Context: an optimization exercise on an open-source flow, tuned for small area. The choices shown serve that exercise and are no tape-out recipe. The RTL was checked by simulation tests, not by an equivalence proof against the original design. No activity file was given, so power comes from the tool's default toggle rates.

## design.v

```verilog
`timescale 1ns / 1ps
module VGA_pixel(
	input [9:0] X, input [9:0] Y,           
	input [9:0] Bx, input [9:0] By,         
	input [8:0] p1h, input [8:0] p2h,       
	input [19:0] CBlocks,                   
	input [2:0] CBall, input flag,
	input switch, input game_clk,
	output R_temp, output G_temp, output B_temp,
	output reg [2:0] CBall_n, output reg flag_n,
	output reg [19:0] CBlocks_n,
	output [1:0] ai_ctl
	);
wire [9:0] paddle_x_P1 = {p1h, 1'b1};
wire [9:0] paddle_x_P2 = {p2h, 1'b1};
wire active = (X < 10'd630) && (Y < 10'd480);
wire [10:0] dP1 = {1'b0, X} - {1'b0, paddle_x_P1};
wire [10:0] dP2 = {1'b0, X} - {1'b0, paddle_x_P2};
wire [10:0] dBX = {1'b0, X} - {1'b0, Bx};
wire [10:0] dBY = {1'b0, Y} - {1'b0, By};
wire signed [10:0] sP1 = dP1, sP2 = dP2, sBX = dBX, sBY = dBY;
wire RightBorder = (X >= 10'd610 && X <= 10'd630);
wire LeftBorder = (X <= 10'd20);
wire TopBorder = (Y <= 10'd20);
wire border_Rico = RightBorder | LeftBorder | TopBorder;
wire border = RightBorder | LeftBorder;
wire paddle_P1 = (sP1 >= -11'sd60) && (sP1 <= 11'sd60) && (Y >= 10'd460 && Y < 10'd480);
wire paddle_P2 = (sP2 >= -11'sd60) && (sP2 <= 11'sd60) && (Y < 10'd20);
wire paddle_P1_left  = (sP1 >= -11'sd60) && (sP1 <= -11'sd20);
wire paddle_P1_right = (sP1 >= 11'sd20) && (sP1 <= 11'sd60);
wire paddle_P2_left  = (sP2 >= -11'sd60) && (sP2 <= -11'sd20);
wire paddle_P2_right = (sP2 >= 11'sd20) && (sP2 <= 11'sd60);
wire ball = (sBX >= 11'sd0) && (sBX <= 11'sd20) && (sBY >= 11'sd0) && (sBY <= 11'sd20);
wire ball_reset = (By > 10'd530);
wire xMid = (sBX == 11'sd10);          
wire yMid = (sBY == 11'sd10);          
wire ball_top_2 = xMid && (sBY == -11'sd5);
wire ball_bot_2 = xMid && (sBY == 11'sd25);
wire ball_right_2 = (sBX == 11'sd25) && yMid;
wire ball_left_2 = (sBX == -11'sd5) && yMid;
wire ball_all_2 = ball_top_2 | ball_left_2 | ball_right_2 | ball_bot_2;
wire yb1 = (Y >= 10'd30) && (Y <= 10'd90);
wire yb3 = (Y >= 10'd100) && (Y <= 10'd150);
wire yb5 = (Y >= 10'd200) && (Y <= 10'd250);
wire yb6 = (Y >= 10'd260) && (Y <= 10'd310);
wire xOff = (X >= 10'd640) && (X <= 10'd700);
wire xA = (X >= 10'd30) && (X <= 10'd90);
wire xB = (X >= 10'd100) && (X <= 10'd160);
wire xC = (X >= 10'd520) && (X <= 10'd580);
wire x220 = (X >= 10'd220), x305 = (X >= 10'd305), x450 = (X >= 10'd450);
wire le285 = (X <= 10'd285), le620 = (X <= 10'd620), le380 = (X <= 10'd380);
wire le510 = (X <= 10'd510), le630 = (X <= 10'd630);
wire [19:0] bx;
assign bx[0]  = ~CBlocks[0] & xA;
assign bx[1]  = ~CBlocks[1] & xB;
assign bx[2]  = ~CBlocks[2] & xA;
assign bx[3]  = ~CBlocks[3] & xB;
assign bx[4]  = ~CBlocks[4] & xA;
assign bx[5]  = ~CBlocks[5] & xB;
assign bx[6]  = ~CBlocks[6] & xA;
assign bx[7]  = ~CBlocks[7] & xB;
assign bx[8]  = ~CBlocks[8] & x220 & (CBlocks[9] ? le620 : le285);
assign bx[9]  = ~CBlocks[9] & x305 & le380;
assign bx[10] = ~CBlocks[10] & x220 & (CBlocks[11] ? le620 : le285);
assign bx[11] = ~CBlocks[11] & x305 & le380;
assign bx[12] = ~CBlocks[12] & x450 & (CBlocks[13] ? le630 : le510);
assign bx[13] = ~CBlocks[13] & xC;
assign bx[14] = ~CBlocks[14] & x450 & (CBlocks[15] ? le630 : le510);
assign bx[15] = ~CBlocks[15] & xC;
assign bx[16] = ~CBlocks[16] & x450 & (CBlocks[17] ? le630 : le510);
assign bx[17] = ~CBlocks[17] & xC;
assign bx[18] = ~CBlocks[18] & x450 & (CBlocks[19] ? le630 : le510);
assign bx[19] = ~CBlocks[19] & xC;
wire [19:0] yb = {yb6, yb6, yb5, yb5, yb3, yb3, yb1, yb1, yb3, yb3, yb1, yb1, yb6, yb6, yb5, yb5, yb3, yb3, yb1, yb1};
wire [19:0] blk = bx & yb;
wire Blocks = |blk;
wire offBlk = xOff & ((yb1 & (CBlocks[0] | CBlocks[1] | CBlocks[13])) |
                      (yb3 & (CBlocks[2] | CBlocks[3] | CBlocks[15])) |
                      (yb5 & (CBlocks[4] | CBlocks[5] | CBlocks[17])) |
                      (yb6 & (CBlocks[6] | CBlocks[7] | CBlocks[19])));
wire Rocks = ((Y >= 10'd30 && Y <= 10'd150) || (Y >= 10'd200 && Y <= 10'd310)) &&
             ((X >= 10'd170 && X <= 10'd200) || (X >= 10'd400 && X <= 10'd430));
wire ANYTHING = switch ? (paddle_P1 | border_Rico | Rocks) : (paddle_P1 | border | paddle_P2);
assign ai_ctl = (By < 10'd300) ? ((paddle_x_P2 > Bx) ? 2'd1 : (paddle_x_P2 < Bx) ? 2'd2 : 2'd0) : 2'd0;
always @(*) begin
	CBall_n = CBall; flag_n = flag;
	if (game_clk) begin CBall_n = 3'd7; flag_n = 1'b0; end
	else if (ANYTHING && ball_top_2 && !flag && !border) begin
		flag_n = 1'b1;
		CBall_n = (paddle_P1_left || paddle_P1_right) ? 3'd2 : 3'd1;
	end
	else if (ANYTHING && ball_bot_2 && !flag && !border) begin
		flag_n = 1'b1;
		CBall_n = (paddle_P2_left || paddle_P2_right) ? 3'd4 : 3'd3;
	end
	else if (ANYTHING && ball_left_2 && !flag && !paddle_P1 && !paddle_P2) begin
		CBall_n = 3'd5; flag_n = 1'b1;
	end
	else if (ANYTHING && ball_right_2 && !flag && !paddle_P1 && !paddle_P2) begin
		CBall_n = 3'd6; flag_n = 1'b1;
	end
	else if (ball_reset) CBall_n = 3'd0;
end
wire [19:0] hit = blk & {20{ball_all_2}};
wire [19:0] first_hit = hit & ~(hit - 1'b1);
always @(*) begin
	CBlocks_n = CBlocks;
	if (ball_all_2 & Blocks) CBlocks_n = CBlocks | first_hit;
	else if (ball_reset & ~(ball_all_2 & offBlk)) CBlocks_n = 20'd0;
end
wire pong = border | paddle_P1 | paddle_P2 | ball;
wire ricochet = border_Rico | paddle_P1 | ball | Blocks;
assign R_temp = switch ? (ricochet ^ border_Rico ^ Blocks) & active : (pong ^ paddle_P1) & active;
assign B_temp = switch ? (ricochet ^ Blocks ^ ball ^ Rocks) & active : (pong ^ paddle_P2 ^ ball) & active;
assign G_temp = switch ? (ricochet ^ border_Rico ^ ball ^ Rocks) & active : (pong ^ ball) & active;
endmodule
`timescale 1ns / 1ps
module VGA_Display(input clk, input left, input left_2, input rst, input switch, input AI_switch,
						 output [2:0] R, output [2:0] G, output [1:0] B, output vga_out_vsync, output vga_out_hsync,
						 output reg flag, output [6:0] OUT, output[3:0] EN,
						 input MISO, output SS, output MOSI, output SCLK,
						 input MISO_P2, output SS_P2, output MOSI_P2, output SCLK_P2 ,output test,
						 input fast);
reg [9:0] X, Y;
wire H_MAX = X[9] & X[8] & X[4] & X[2] & X[0];   
wire V_MAX = Y[9] & Y[3] & Y[1] & Y[0];          
always @(posedge clk or posedge rst)
	if (rst) X <= 10'd0;
	else if (H_MAX) X <= 10'd0;
	else X <= X + 1'b1;
always @(posedge clk or posedge rst)
	if (rst) Y <= 10'd0;
	else if (H_MAX) Y <= V_MAX ? 10'd0 : Y + 1'b1;
assign vga_out_hsync = ~(X >= 10'd646 && X < 10'd742);
assign vga_out_vsync = ~(Y >= 10'd491 && Y <= 10'd493);
wire active = (X < 10'd630) && (Y < 10'd480);
reg [5:0] gl;
reg [9:0] gh;
wire game_clk = fast ? ((|gh) | (&gl))
                     : ((gh == 10'd400) & gl[4] & gl[2] & gl[1]);
always @(posedge clk or posedge rst)
	if (rst) begin gl <= 6'd0; gh <= 10'd0; end
	else if (game_clk) begin gl <= 6'd0; gh <= 10'd0; end
	else begin
		gl <= gl + 1'b1;
		if (&gl) gh <= {gh[8:0], ~(gh[9] ^ gh[6])};
	end
reg [6:0] pl;
reg [8:0] ph;
wire temp_clk = fast ? ((|ph) | (pl[6] & (pl[5] | pl[4] | (&pl[3:0]))))
                     : ((ph == 9'd380) & pl[6] & pl[5] & pl[2] & pl[1]);
always @(posedge clk or posedge rst)
	if (rst) begin pl <= 7'd0; ph <= 9'd0; end
	else if (temp_clk) begin pl <= 7'd0; ph <= 9'd0; end
	else begin
		pl <= pl + 1'b1;
		if (&pl) ph <= {ph[7:0], ~(ph[8] ^ ph[4])};
	end
wire ball_clk = switch ? temp_clk : game_clk;
reg [15:0] rcnt;
reg sndRec;
wire rc_end = (rcnt == 16'd38023);
always @(posedge clk or posedge rst)
	if (rst) begin rcnt <= 16'd0; sndRec <= 1'b0; end
	else if (rc_end) begin rcnt <= 16'd0; sndRec <= ~sndRec; end
	else rcnt <= {rcnt[14:0], ~(rcnt[15] ^ rcnt[14] ^ rcnt[12] ^ rcnt[3])};
reg [7:0] scnt;
reg SCK;
wire sc_end = (scnt == 8'd76);
wire sRise = sc_end & ~SCK;
wire sFall = sc_end & SCK;
always @(posedge clk or posedge rst)
	if (rst) begin scnt <= 8'd0; SCK <= 1'b0; end
	else if (sc_end) begin scnt <= 8'd0; SCK <= ~SCK; end
	else scnt <= {scnt[6:0], ~(scnt[7] ^ scnt[5] ^ scnt[4] ^ scnt[3])};
localparam M_IDLE = 2'd0, M_INIT = 2'd1, M_RXTX = 2'd2, M_DONE = 2'd3;
reg [1:0] mState;
reg [3:0] bitCount;
reg CE, BUSY;
reg mosiL;             
localparam C_IDLE = 3'd0, C_INIT = 3'd1, C_WAIT = 3'd2, C_CHECK = 3'd3, C_DONE = 3'd4;
reg [2:0] cState;
reg [2:0] byteCnt;
reg getByte, SSr, sndNZ;
always @(posedge clk or posedge rst)
	if (rst) begin
		CE <= 1'b0; BUSY <= 1'b0; bitCount <= 4'd0; mState <= M_IDLE; mosiL <= 1'b0;
	end
	else if (sFall) begin
		case (mState)
			M_IDLE: begin
				CE <= 1'b0; BUSY <= 1'b0; bitCount <= 4'd0; mosiL <= sndNZ;
				mState <= getByte ? M_INIT : M_IDLE;
			end
			M_INIT: begin
				BUSY <= 1'b1; bitCount <= 4'd0; CE <= 1'b0; mState <= M_RXTX;
			end
			M_RXTX: begin
				BUSY <= 1'b1; bitCount <= bitCount + 1'b1;
				CE <= (bitCount >= 4'd8) ? 1'b0 : 1'b1;
				mState <= (bitCount == 4'd8) ? M_DONE : M_RXTX;
			end
			M_DONE: begin
				CE <= 1'b0; BUSY <= 1'b1; bitCount <= 4'd0; mState <= M_IDLE; mosiL <= 1'b0;
			end
		endcase
	end
always @(posedge clk or posedge rst)
	if (rst) begin
		SSr <= 1'b1; getByte <= 1'b0; sndNZ <= 1'b0; byteCnt <= 3'd0; cState <= C_IDLE;
	end
	else if (sFall) begin
		case (cState)
			C_IDLE: begin
				SSr <= 1'b1; getByte <= 1'b0; sndNZ <= 1'b0; byteCnt <= 3'd0;
				cState <= sndRec ? C_INIT : C_IDLE;
			end
			C_INIT: begin
				SSr <= 1'b0; getByte <= 1'b1; sndNZ <= 1'b1;
				if (BUSY) begin cState <= C_WAIT; byteCnt <= byteCnt + 1'b1; end
			end
			C_WAIT: begin
				SSr <= 1'b0; getByte <= 1'b0;
				if (!BUSY) cState <= C_CHECK;
			end
			C_CHECK: begin
				SSr <= 1'b0; getByte <= 1'b0;
				cState <= (byteCnt == 3'd5) ? C_DONE : C_INIT;
			end
			C_DONE: begin
				SSr <= 1'b1; getByte <= 1'b0; sndNZ <= 1'b0;
				if (!sndRec) cState <= C_IDLE;
			end
			default: cState <= C_IDLE;
		endcase
	end
assign SS = SSr;
assign SS_P2 = SSr;
assign SCLK = CE & SCK;
assign SCLK_P2 = CE & SCK;
wire m_first = (mState == M_IDLE) | (mState == M_INIT) |
               ((mState == M_RXTX) & (bitCount[3:1] == 3'd0));
wire m_rx = (mState == M_RXTX);
assign MOSI    = mosiL & (m_first | (m_rx & (bitCount == 4'd7)));
assign MOSI_P2 = mosiL & (m_first | (m_rx & (bitCount == 4'd8)));
	function [2:0] jstk1_next;
	  input [3:0] k;    
	  input [2:0] s;
	  input m;
	  begin
	    jstk1_next = 3'd0;
	    case (k)
	      4'd1: case (m)
	          1'b0: jstk1_next = 3'd1;
	          1'b1: jstk1_next = 3'd0;
	          default: jstk1_next = 3'd0;
	        endcase
	      4'd2: case ({s, m})
	          {3'd0, 1'b0}: jstk1_next = 3'd1;
	          {3'd0, 1'b1}: jstk1_next = 3'd3;
	          {3'd1, 1'b0}: jstk1_next = 3'd2;
	          {3'd1, 1'b1}: jstk1_next = 3'd0;
	          default: jstk1_next = 3'd0;
	        endcase
	      4'd3: case ({s, m})
	          {3'd0, 1'b0}: jstk1_next = 3'd0;
	          {3'd0, 1'b1}: jstk1_next = 3'd0;
	          {3'd1, 1'b0}: jstk1_next = 3'd1;
	          {3'd1, 1'b1}: jstk1_next = 3'd4;
	          {3'd2, 1'b0}: jstk1_next = 3'd3;
	          {3'd2, 1'b1}: jstk1_next = 3'd2;
	          {3'd3, 1'b0}: jstk1_next = 3'd4;
	          {3'd3, 1'b1}: jstk1_next = 3'd5;
	          default: jstk1_next = 3'd0;
	        endcase
	      4'd4: case ({s, m})
	          {3'd0, 1'b0}: jstk1_next = 3'd0;
	          {3'd0, 1'b1}: jstk1_next = 3'd0;
	          {3'd1, 1'b0}: jstk1_next = 3'd0;
	          {3'd1, 1'b1}: jstk1_next = 3'd3;
	          {3'd2, 1'b0}: jstk1_next = 3'd1;
	          {3'd2, 1'b1}: jstk1_next = 3'd0;
	          {3'd3, 1'b0}: jstk1_next = 3'd2;
	          {3'd3, 1'b1}: jstk1_next = 3'd2;
	          {3'd4, 1'b0}: jstk1_next = 3'd3;
	          {3'd4, 1'b1}: jstk1_next = 3'd3;
	          {3'd5, 1'b0}: jstk1_next = 3'd4;
	          {3'd5, 1'b1}: jstk1_next = 3'd3;
	          default: jstk1_next = 3'd0;
	        endcase
	      4'd5: case ({s, m})
	          {3'd0, 1'b0}: jstk1_next = 3'd0;
	          {3'd0, 1'b1}: jstk1_next = 3'd0;
	          {3'd1, 1'b0}: jstk1_next = 3'd1;
	          {3'd1, 1'b1}: jstk1_next = 3'd0;
	          {3'd2, 1'b0}: jstk1_next = 3'd2;
	          {3'd2, 1'b1}: jstk1_next = 3'd2;
	          {3'd3, 1'b0}: jstk1_next = 3'd3;
	          {3'd3, 1'b1}: jstk1_next = 3'd3;
	          {3'd4, 1'b0}: jstk1_next = 3'd4;
	          {3'd4, 1'b1}: jstk1_next = 3'd5;
	          default: jstk1_next = 3'd0;
	        endcase
	      4'd6: case ({s, m})
	          {3'd0, 1'b0}: jstk1_next = 3'd0;
	          {3'd0, 1'b1}: jstk1_next = 3'd0;
	          {3'd1, 1'b0}: jstk1_next = 3'd2;
	          {3'd1, 1'b1}: jstk1_next = 3'd1;
	          {3'd2, 1'b0}: jstk1_next = 3'd2;
	          {3'd2, 1'b1}: jstk1_next = 3'd2;
	          {3'd3, 1'b0}: jstk1_next = 3'd3;
	          {3'd3, 1'b1}: jstk1_next = 3'd3;
	          {3'd4, 1'b0}: jstk1_next = 3'd4;
	          {3'd4, 1'b1}: jstk1_next = 3'd6;
	          {3'd5, 1'b0}: jstk1_next = 3'd5;
	          {3'd5, 1'b1}: jstk1_next = 3'd3;
	          default: jstk1_next = 3'd0;
	        endcase
	      4'd7: case ({s, m})
	          {3'd0, 1'b0}: jstk1_next = 3'd0;
	          {3'd0, 1'b1}: jstk1_next = 3'd0;
	          {3'd1, 1'b0}: jstk1_next = 3'd2;
	          {3'd1, 1'b1}: jstk1_next = 3'd1;
	          {3'd2, 1'b0}: jstk1_next = 3'd2;
	          {3'd2, 1'b1}: jstk1_next = 3'd2;
	          {3'd3, 1'b0}: jstk1_next = 3'd3;
	          {3'd3, 1'b1}: jstk1_next = 3'd3;
	          {3'd4, 1'b0}: jstk1_next = 3'd4;
	          {3'd4, 1'b1}: jstk1_next = 3'd5;
	          {3'd5, 1'b0}: jstk1_next = 3'd5;
	          {3'd5, 1'b1}: jstk1_next = 3'd3;
	          {3'd6, 1'b0}: jstk1_next = 3'd5;
	          {3'd6, 1'b1}: jstk1_next = 3'd5;
	          default: jstk1_next = 3'd0;
	        endcase
	      4'd8: case ({s, m})
	          {3'd0, 1'b0}: jstk1_next = 3'd0;
	          {3'd0, 1'b1}: jstk1_next = 3'd0;
	          {3'd1, 1'b0}: jstk1_next = 3'd1;
	          {3'd1, 1'b1}: jstk1_next = 3'd0;
	          {3'd2, 1'b0}: jstk1_next = 3'd1;
	          {3'd2, 1'b1}: jstk1_next = 3'd1;
	          {3'd3, 1'b0}: jstk1_next = 3'd2;
	          {3'd3, 1'b1}: jstk1_next = 3'd2;
	          {3'd4, 1'b0}: jstk1_next = 3'd2;
	          {3'd4, 1'b1}: jstk1_next = 3'd3;
	          {3'd5, 1'b0}: jstk1_next = 3'd3;
	          {3'd5, 1'b1}: jstk1_next = 3'd3;
	          default: jstk1_next = 3'd0;
	        endcase
	      4'd9: case ({s, m})
	          {3'd0, 1'b0}: jstk1_next = 3'd1;
	          {3'd0, 1'b1}: jstk1_next = 3'd0;
	          {3'd1, 1'b0}: jstk1_next = 3'd1;
	          {3'd1, 1'b1}: jstk1_next = 3'd4;
	          {3'd2, 1'b0}: jstk1_next = 3'd2;
	          {3'd2, 1'b1}: jstk1_next = 3'd0;
	          {3'd3, 1'b0}: jstk1_next = 3'd3;
	          {3'd3, 1'b1}: jstk1_next = 3'd0;
	          default: jstk1_next = 3'd0;
	        endcase
	      4'd10: case ({s, m})
	          {3'd0, 1'b0}: jstk1_next = 3'd2;
	          {3'd0, 1'b1}: jstk1_next = 3'd2;
	          {3'd1, 1'b0}: jstk1_next = 3'd1;
	          {3'd1, 1'b1}: jstk1_next = 3'd1;
	          {3'd2, 1'b0}: jstk1_next = 3'd1;
	          {3'd2, 1'b1}: jstk1_next = 3'd0;
	          {3'd3, 1'b0}: jstk1_next = 3'd1;
	          {3'd3, 1'b1}: jstk1_next = 3'd3;
	          {3'd4, 1'b0}: jstk1_next = 3'd0;
	          {3'd4, 1'b1}: jstk1_next = 3'd2;
	          default: jstk1_next = 3'd0;
	        endcase
	      default: jstk1_next = s;
	    endcase
	  end
	endfunction
	function [2:0] jstk2_next;
	  input [3:0] k;    
	  input [2:0] s;
	  input m;
	  begin
	    jstk2_next = 3'd0;
	    case (k)
	      4'd1: case (m)
	          1'b0: jstk2_next = 3'd1;
	          1'b1: jstk2_next = 3'd0;
	          default: jstk2_next = 3'd0;
	        endcase
	      4'd2: case ({s, m})
	          {3'd0, 1'b0}: jstk2_next = 3'd1;
	          {3'd0, 1'b1}: jstk2_next = 3'd3;
	          {3'd1, 1'b0}: jstk2_next = 3'd2;
	          {3'd1, 1'b1}: jstk2_next = 3'd0;
	          default: jstk2_next = 3'd0;
	        endcase
	      4'd3: case ({s, m})
	          {3'd0, 1'b0}: jstk2_next = 3'd0;
	          {3'd0, 1'b1}: jstk2_next = 3'd0;
	          {3'd1, 1'b0}: jstk2_next = 3'd1;
	          {3'd1, 1'b1}: jstk2_next = 3'd4;
	          {3'd2, 1'b0}: jstk2_next = 3'd3;
	          {3'd2, 1'b1}: jstk2_next = 3'd2;
	          {3'd3, 1'b0}: jstk2_next = 3'd4;
	          {3'd3, 1'b1}: jstk2_next = 3'd4;
	          default: jstk2_next = 3'd0;
	        endcase
	      4'd4: case ({s, m})
	          {3'd0, 1'b0}: jstk2_next = 3'd0;
	          {3'd0, 1'b1}: jstk2_next = 3'd0;
	          {3'd1, 1'b0}: jstk2_next = 3'd0;
	          {3'd1, 1'b1}: jstk2_next = 3'd3;
	          {3'd2, 1'b0}: jstk2_next = 3'd1;
	          {3'd2, 1'b1}: jstk2_next = 3'd0;
	          {3'd3, 1'b0}: jstk2_next = 3'd2;
	          {3'd3, 1'b1}: jstk2_next = 3'd2;
	          {3'd4, 1'b0}: jstk2_next = 3'd3;
	          {3'd4, 1'b1}: jstk2_next = 3'd3;
	          default: jstk2_next = 3'd0;
	        endcase
	      4'd5: case ({s, m})
	          {3'd0, 1'b0}: jstk2_next = 3'd0;
	          {3'd0, 1'b1}: jstk2_next = 3'd0;
	          {3'd1, 1'b0}: jstk2_next = 3'd1;
	          {3'd1, 1'b1}: jstk2_next = 3'd0;
	          {3'd2, 1'b0}: jstk2_next = 3'd2;
	          {3'd2, 1'b1}: jstk2_next = 3'd2;
	          {3'd3, 1'b0}: jstk2_next = 3'd3;
	          {3'd3, 1'b1}: jstk2_next = 3'd3;
	          default: jstk2_next = 3'd0;
	        endcase
	      4'd6: case ({s, m})
	          {3'd0, 1'b0}: jstk2_next = 3'd0;
	          {3'd0, 1'b1}: jstk2_next = 3'd0;
	          {3'd1, 1'b0}: jstk2_next = 3'd2;
	          {3'd1, 1'b1}: jstk2_next = 3'd1;
	          {3'd2, 1'b0}: jstk2_next = 3'd2;
	          {3'd2, 1'b1}: jstk2_next = 3'd2;
	          {3'd3, 1'b0}: jstk2_next = 3'd3;
	          {3'd3, 1'b1}: jstk2_next = 3'd3;
	          default: jstk2_next = 3'd0;
	        endcase
	      4'd7: case ({s, m})
	          {3'd0, 1'b0}: jstk2_next = 3'd0;
	          {3'd0, 1'b1}: jstk2_next = 3'd0;
	          {3'd1, 1'b0}: jstk2_next = 3'd2;
	          {3'd1, 1'b1}: jstk2_next = 3'd1;
	          {3'd2, 1'b0}: jstk2_next = 3'd2;
	          {3'd2, 1'b1}: jstk2_next = 3'd2;
	          {3'd3, 1'b0}: jstk2_next = 3'd3;
	          {3'd3, 1'b1}: jstk2_next = 3'd3;
	          default: jstk2_next = 3'd0;
	        endcase
	      4'd8: case ({s, m})
	          {3'd0, 1'b0}: jstk2_next = 3'd0;
	          {3'd0, 1'b1}: jstk2_next = 3'd0;
	          {3'd1, 1'b0}: jstk2_next = 3'd1;
	          {3'd1, 1'b1}: jstk2_next = 3'd0;
	          {3'd2, 1'b0}: jstk2_next = 3'd1;
	          {3'd2, 1'b1}: jstk2_next = 3'd1;
	          {3'd3, 1'b0}: jstk2_next = 3'd2;
	          {3'd3, 1'b1}: jstk2_next = 3'd2;
	          default: jstk2_next = 3'd0;
	        endcase
	      4'd9: case ({s, m})
	          {3'd0, 1'b0}: jstk2_next = 3'd1;
	          {3'd0, 1'b1}: jstk2_next = 3'd0;
	          {3'd1, 1'b0}: jstk2_next = 3'd1;
	          {3'd1, 1'b1}: jstk2_next = 3'd3;
	          {3'd2, 1'b0}: jstk2_next = 3'd2;
	          {3'd2, 1'b1}: jstk2_next = 3'd0;
	          default: jstk2_next = 3'd0;
	        endcase
	      4'd10: case ({s, m})
	          {3'd0, 1'b0}: jstk2_next = 3'd2;
	          {3'd0, 1'b1}: jstk2_next = 3'd2;
	          {3'd1, 1'b0}: jstk2_next = 3'd1;
	          {3'd1, 1'b1}: jstk2_next = 3'd1;
	          {3'd2, 1'b0}: jstk2_next = 3'd1;
	          {3'd2, 1'b1}: jstk2_next = 3'd0;
	          {3'd3, 1'b0}: jstk2_next = 3'd0;
	          {3'd3, 1'b1}: jstk2_next = 3'd2;
	          default: jstk2_next = 3'd0;
	        endcase
	      default: jstk2_next = s;
	    endcase
	  end
	endfunction
wire shiftIn = sRise & m_rx & CE;
wire jUpd = shiftIn & ((byteCnt == 3'd1) | ((byteCnt == 3'd2) & (bitCount[3] | (bitCount == 4'd7))));
wire [3:0] jStep = (byteCnt == 3'd1) ? bitCount : {2'b10, bitCount[3], ~bitCount[3]};    
reg [2:0] j1s, j2s;       
reg [1:0] j1c, j2c;       
always @(posedge clk or posedge rst)
	if (rst) begin j1s <= 3'd0; j2s <= 3'd0; end
	else if (jUpd) begin
		j1s <= jstk1_next(jStep, j1s, MISO);
		j2s <= jstk2_next(jStep, j2s, MISO_P2);
	end
always @(posedge clk or posedge rst)
	if (rst) begin j1c <= 2'd1; j2c <= 2'd1; end
	else if (sFall & (cState == C_DONE)) begin j1c <= j1s[1:0]; j2c <= j2s[1:0]; end
assign test = (j1c == 2'd3);
wire [1:0] controls_P1 = (j1c == 2'd3) ? 2'd0 : j1c;
wire [1:0] left_P2 = j2c;
reg [8:0] p1h, p2h;
reg [9:0] Bx, By;
reg vxOne, vxNeg, vxThree;    
reg vyNeg, vyTwo;             
reg [2:0] CBall;
wire [1:0] ai_ctl;
wire [1:0] controls_P2 = AI_switch ? ai_ctl : left_P2;
always @(posedge clk or posedge rst)
	if (rst) begin p1h <= 9'd147; p2h <= 9'd147; end
	else if (game_clk) begin
		if (controls_P1 == 2'd1 && p1h >= 9'd40) p1h <= p1h - 1'b1;
		else if (controls_P1 == 2'd2 && p1h <= 9'd274) p1h <= p1h + 1'b1;
		if (controls_P2 == 2'd1 && p2h >= 9'd40) p2h <= p2h - 1'b1;
		else if (controls_P2 == 2'd2 && p2h <= 9'd274) p2h <= p2h + 1'b1;
	end
wire vx23 = ~vxOne & ~vxNeg;    
wire [9:0] Vx10 = {{8{vxNeg}}, vxOne ? 2'b01 : (vxNeg ? (vxThree ? 2'b01 : 2'b10) : (vxThree ? 2'b11 : 2'b10))};
wire [9:0] Vy10 = {{8{vyNeg}}, vyTwo | vyNeg, ~vyTwo};
always @(posedge clk or posedge rst)
	if (rst) begin
		Bx <= 10'd295; By <= 10'd240;
		vxOne <= 1'b1; vxNeg <= 1'b0; vxThree <= 1'b0; vyNeg <= 1'b1; vyTwo <= 1'b0;
	end
	else if (ball_clk) begin
		case (CBall)
			3'd0: begin
				Bx <= 10'd295; By <= 10'd240;
				vxOne <= 1'b1; vxNeg <= 1'b0; vxThree <= 1'b0; vyNeg <= 1'b1; vyTwo <= 1'b0;
			end
			3'd1, 3'd2, 3'd3, 3'd4: begin
				vyNeg <= CBall[1] & CBall[0] | CBall[2];
				vyTwo <= CBall[0];
				vxOne <= 1'b0; vxNeg <= ~vx23; vxThree <= ~CBall[0];
			end
			3'd5: begin    
				vxThree <= vxNeg & vxThree; vxNeg <= 1'b0; vxOne <= 1'b0;
			end
			3'd6: begin    
				vxThree <= ~vxNeg & vxThree & ~vxOne; vxNeg <= 1'b1; vxOne <= 1'b0;
			end
			3'd7: begin
				Bx <= Bx + Vx10; By <= By + Vy10;
			end
		endcase
	end
reg [19:0] CBlocks;
wire R_temp, G_temp, B_temp;
wire [2:0] CBall_n;
wire flag_n;
wire [19:0] CBlocks_n;
VGA_pixel pix(.X(X), .Y(Y), .Bx(Bx), .By(By), .p1h(p1h), .p2h(p2h), .CBlocks(CBlocks),
	.CBall(CBall), .flag(flag), .switch(switch), .game_clk(game_clk),
	.R_temp(R_temp), .G_temp(G_temp), .B_temp(B_temp),
	.CBall_n(CBall_n), .flag_n(flag_n), .CBlocks_n(CBlocks_n), .ai_ctl(ai_ctl));
always @(posedge clk or posedge rst)
	if (rst) begin CBall <= 3'd7; flag <= 1'b0; CBlocks <= 20'd0; end
	else begin CBall <= CBall_n; flag <= flag_n; CBlocks <= CBlocks_n; end
assign R = {3{R_temp}};
assign G = {3{G_temp}};
assign B = {2{B_temp}};
wire sc1 = (By >= 10'd1) && (By <= 10'd2);
wire sc2 = (By >= 10'd480) && (By <= 10'd482);
reg sc1_d, sc2_d;
reg [3:0] d0, d1, d2, d3;
wire f1 = sc1_d & ~sc1;
wire f2 = sc2_d & ~sc2;
always @(posedge clk or posedge rst)
	if (rst) begin sc1_d <= 1'b0; sc2_d <= 1'b0; d0 <= 4'd0; d1 <= 4'd0; d2 <= 4'd0; d3 <= 4'd0; end
	else begin
		sc1_d <= sc1; sc2_d <= sc2;
		if (f1) begin
			d0 <= (d0 == 4'd9) ? 4'd0 : d0 + 1'b1;
			if (d0 == 4'd9) d1 <= (d1 == 4'd9) ? 4'd0 : d1 + 1'b1;
		end
		if (f2) begin
			d2 <= (d2 == 4'd9) ? 4'd0 : d2 + 1'b1;
			if (d2 == 4'd9) d3 <= (d3 == 4'd9) ? 4'd0 : d3 + 1'b1;
		end
	end
reg [1:0] shown;
reg [3:0] dsp;
wire [1:0] sel = shown + 1'b1;
always @(posedge clk or posedge rst)
	if (rst) begin shown <= 2'd3; dsp <= 4'd15; end
	else if (ball_clk) begin
		shown <= sel;
		case (sel)
			2'd0: dsp <= d3;
			2'd1: dsp <= d2;
			2'd2: dsp <= d1;
			2'd3: dsp <= d0;
		endcase
	end
wire blank = &dsp;
assign EN = blank ? 4'b1111 : ~(4'b1000 >> shown);
reg [6:0] seg;
always @(*)
	case (dsp)
		4'd0: seg = 7'b0000001;
		4'd1: seg = 7'b1001111;
		4'd2: seg = 7'b0010010;
		4'd3: seg = 7'b0000110;
		4'd4: seg = 7'b1001100;
		4'd5: seg = 7'b0100100;
		4'd6: seg = 7'b0100000;
		4'd7: seg = 7'b0001111;
		4'd8: seg = 7'b0000000;
		4'd9: seg = 7'b0000100;
		default: seg = 7'b1111111;
	endcase
assign OUT = seg;
endmodule
```

## run.sh

```bash
#!/bin/bash
# synth_recipe.tcl (not shown) runs the flow's synth.tcl, then flattens the netlist and writes it again
# the make line also repeats each setting of config.mk as NAME=value (left out here)
make -C /OpenROAD-flow-scripts/flow DESIGN_CONFIG=/design/flow/config.mk WORK_HOME=/design/flow/orfs CLKGATE_MAP_FILE= SYNTH_SCRIPT=/design/flow/synth_recipe.tcl finish
```

## config.mk

```make
export PLATFORM = sky130hd
export DESIGN_NAME = VGA_Display
export DESIGN_NICKNAME = VGA_Display
export VERILOG_FILES = /design/flow/design.v
export SDC_FILE = /design/flow/constraint.sdc
export NUM_CORES = 4
export LEC_CHECK = 0
export CAP_MARGIN = 20
export CORE_MARGIN = 2
export CORE_UTILIZATION = 40
export SLEW_MARGIN = 20
```

## constraint.sdc

```tcl
create_clock -name core_clock -period 10.0 [get_ports {clk}]
set_input_delay 2.0000 -clock core_clock [delete_from_list [all_inputs] [get_ports {clk}]]
set_output_delay 2.0000 -clock core_clock [all_outputs]
set_load 0.01 [all_outputs]
```

==> results.txt <==
per-stage QoR:
| step | power (mW) | instance area, µm² | worst slack, ps | utilization, % |
|---|---|---|---|---|
| floorplan | 2.28 | 15500 | 2680 | - |
| global placement | 2.60 | 16100 | 3240 | 41.9 |
| detailed placement | 2.65 | 16100 | 3120 | 42.0 |
| CTS | 3.39 | 16700 | 2580 | 43.5 |
| global route | 3.65 | 16700 | 2160 | 43.5 |
| finish | 3.37 | 16700 | 2490 | 43.5 |
state kept, by name, summed over array words and instances, names as in the netlist, 6 cells and up:
register,flops
pl,7
X,10
p1h,9
gh,10
ph,9
p2h,9
By,10
rcnt,16
gl,6
Bx,10
CBlocks,20
scnt,8
Y,10
power breakdown:
| part | total [mW] | leakage, nW | internal (mW) | switching, mW |
|---|---|---|---|---|
| logic | 1.56 | 4.53 | 0.690 | 0.875 |
| registers | 1.08 | 2.49 | 0.936 | 0.147 |
| clock network | 0.721 | 0.288 | 0.364 | 0.357 |
| total | 3.37 | 7.30 | 1.99 | 1.38 |
synth_stat cells, types with 8 or more instances:
| cell | n | area, µm² |
|---|---|---|
| fa_1 | 8 | 160 |
| ha_1 | 117 | 1460 |
| nand3_1 | 51 | 255 |
| or3_1 | 12 | 75.1 |
| xor2_1 | 32 | 280 |
| o22ai_1 | 22 | 138 |
| o21ai_0 | 122 | 611 |
| and2_1 | 25 | 156 |
| nor3b_1 | 17 | 128 |
| a211oi_1 | 17 | 128 |
| nand2_1 | 141 | 529 |
| inv_1 | 117 | 439 |
| clkbuf_1 | 54 | 203 |
| a31oi_1 | 14 | 87.6 |
| o21bai_1 | 14 | 105 |
| nor2b_1 | 33 | 206 |
| nand4_1 | 21 | 131 |
| mux2i_1 | 37 | 370 |
| a32o_1 | 8 | 80.1 |
| dfstp_2 | 31 | 815 |
| dfrtp_1 | 166 | 4150 |
| buf_4 | 10 | 75.1 |
| o2111ai_1 | 13 | 114 |
| nor2_1 | 148 | 556 |
| xnor2_1 | 55 | 482 |
| a22oi_1 | 11 | 82.6 |
| o21a_1 | 22 | 165 |
| nor3_1 | 46 | 230 |
| o211ai_1 | 15 | 113 |
| a22o_1 | 13 | 114 |
| a21o_1 | 28 | 210 |
| o31ai_1 | 10 | 75.1 |
| and3_1 | 15 | 93.8 |
| a21oi_1 | 108 | 541 |
| buf_1 | 8 | 30.0 |
| nand2b_1 | 21 | 131 |
| nor4_1 | 16 | 100 |
| buf_2 | 16 | 80.1 |
| a211o_1 | 8 | 70.1 |
layout make-up:
cell class                 instances  area (µm²)
clock inverter                    13         160
inverter                         120         458
timing repair buffer              41         395
multi-input combinational       1393        9640
clock buffer                      19         443
fill                            3838       21700
tap                              518         648
sequential                       197        4970
layout by cell type, fill, tap and decap left out, drive strengths merged, types with 15 or more instances in the layout:
| master | netlist | routed |
|---|---|---|
| nor2b | 33 | 33 |
| nand4 | 21 | 21 |
| ha | 117 | 117 |
| dfstp | 31 | 31 |
| nor2 | 148 | 148 |
| dfrtp | 166 | 166 |
| and2 | 27 | 27 |
| and3 | 15 | 15 |
| o211ai | 16 | 16 |
| nor3 | 48 | 48 |
| a211oi | 22 | 22 |
| nand2b | 21 | 21 |
| a21o | 28 | 28 |
| nand3 | 51 | 51 |
| o21ai | 124 | 124 |
| nand2 | 142 | 142 |
| a21oi | 110 | 110 |
| inv | 117 | 124 |
| o22ai | 22 | 22 |
| mux2i | 37 | 37 |
| xor2 | 32 | 32 |
| o21a | 22 | 22 |
| nor3b | 18 | 18 |
| clkbuf | 54 | 20 |
| nor4 | 19 | 19 |
| xnor2 | 55 | 55 |
| clkdlybuf4s50 | 0 | 35 |
kinds of logic (layout without fill, tap and decap cells):
logic type	count (synthesis)	count (layout)	synth area share, %
muxes	42	42	2.76
adders and majority gates	125	125	10.5
and+or+nand+nor	604	604	20.1
buffers and inverters	210	193	5.57
AOI/OAI and AO/OA	535	535	24.0
xor gates and xnor gates	87	87	4.93
DFF	197	197	32.1
final timing paths:
kind                                   start                       to  slack, ps  depth (start not counted)
min in group asynchronous                rst          pl[0]$_DFF_PP0_       2100                          2
min                        scnt[1]$_DFF_PP0_        scnt[2]$_DFF_PP0_        380                          0
max in group asynchronous                rst  CBlocks[15]$_DFFE_PP0P_       6420                          3
max reg2reg                   X[0]$_DFF_PP0_   CBlocks[8]$_DFFE_PP0P_       5510                         13
max                           X[1]$_DFF_PP0_                     G[1]       2490                         13
min reg2reg                scnt[1]$_DFF_PP0_        scnt[2]$_DFF_PP0_        380                          0
layer usage:
metal | part of all wire, % | vias to the layer above | routed length, µm | global-route usage, %
met5 | 0 | - | 0 | 0
met2 | 46 | 244 | 17300 | 30.9
met1 | 48 | 6414 | 18100 | 26.2
met4 | 1.4 | 0 | 515 | 4.74
li1 | - | 6514 | - | -
met3 | 3.8 | 33 | 1440 | 3.15
worst max-delay path: stages, from the launching register on:
cell and delay (ps):
dfrtp_1 770, inv_1 330, fa_1 500, nor2b_1 260
o21a_1 170, o311ai_0 180, a311o_1 420, nor4_1 530
o21ai_0 320, a21boi_0 300, xnor2_1 140, nand3_1 100
a31oi_1 400, clkdlybuf4s50_1 610
==> flow_summary.yaml <==
run_status:
  outcome: "timing/DRC/antenna clean"
timing:
  max_freq_ghz: 0.133
  relSlewSlack_pct: 35.4
  finalSetupViolCount: 0
  skew_ps: 17.3
  worst-slew-pin-transition_ps: 962
  rsz0062_at_grt: "false"
  fin_crit_sh_pct: 75.1
  fin_tns_setup_ps: 0
  maxSlewViolCount: 0
  fin_crit_ps: 7510
  timing.hold.ws_ps: 377
  hold_viol: 0
layout:
  diodes: 0
  final_cells: 2301
  syn2layout_area_growth_pct: 8.07
  drive_gt1_share_pct: 6.62
  fin_nets: 1904
routing:
  routed_wl_mm: 37.4
  drtAntennaViolNets: 0
  drt_iter0_drc: 813
  num_vias: 13200
  first_pass_iters: 5
  via_per_inst: 5.74
  remaining_drc_errors: 0
  avgRoutedWirePerCell_um: 16.2
grt:
  grt_pass1_wl_mm: 63.8
  antenna_found_initial: 0
  track_usage_pct: 18.9
  grt_pass1_vias: 12700
  grt_max_degree: 127
  grt_overflow: 0
clocking:
  clockBufferDepth: 2
  path_clk_slew_ps: 80
  cts_root_buf: "clkbuf_16"
  post_cts_resized: 0
  cts_tree: "built"
  clk_latency_ps: 470
  cts_setup_buffers: 0
  hold_buffers: 0
  numClockSinks: 197
  numCtsBuffers: 17
  h-tree-depth: 4
synthesis:
  netlist_area_um2: 15500
  synth_cells: 1800
  synthDistinctLibCells: 100
  synth_flop_cell: "dfrtp_1"
  synth_warnings: 2
  synth_edf_count: 0
  ys_ff_latch: 197
  ys_seq_area_share_pct: 32.1
  synth.net_count: 1934
  synth-async-reset-ratio_pct: 100
  syn_avg_cell_area_um2: 8.59
floorplan:
  rows: 72
  io_pins: 38
  core-area_um2: 38400
  fp.dieH_um: 201
  die-area_um2: 40300
  die_w_um: 201
  initial_utilization_pct: 40.3
setup_path:
  crit_path_start_kind: "flop"
  path_max_fanout: 18
  cp.required_ps: 8000
  criticalPathCategory: "reg2out"
  crit_arrival_ps: 5510
  endpoint_kind: "output pin"
pwr:
  ir_worst_vdd_v: 0.000144
  leakage_nw: 7.30
  power_density_nw_per_um2: 201
flow_run:
  max-cap-violations: 0
place:
  place_congestion: 0.886
  port_buffers: 35
  dpl.cell_count: 2268
  post-dp-hpwl_mm: 27.2
worst_hold_path:
  hold_path_class: "reg2reg"

## separate check: timing with driven ports
No port has a modelled driver above. Below, the same layout with a new extraction and two added sets of constraints.
Step 1 sets driving cells, clkbuf_16 on the clock port and buf_2 on the other inputs (assumed; they add their load-dependent delay and slew).
Step 2, shift: input delay + t, output delay - t, t = (earliest + latest rising clock arrival at the registers) / 2. This alone moves slack from input paths to output paths.
Slacks: no drivers / after step 1 / after step 2; pairs: no drivers / after step 1.
t (ns): 0.514
setup slack, ns: 2.486 / 2.432 / 2.946
worst hold slack (ns): 0.377 / 0.377 / 0.377
worst slew at a driven data input, ns: 0.04
After both steps this run still meets setup and hold. For this run, drivers alone change the setup slack by -0.054 ns; drivers and shift together by +0.460 ns.
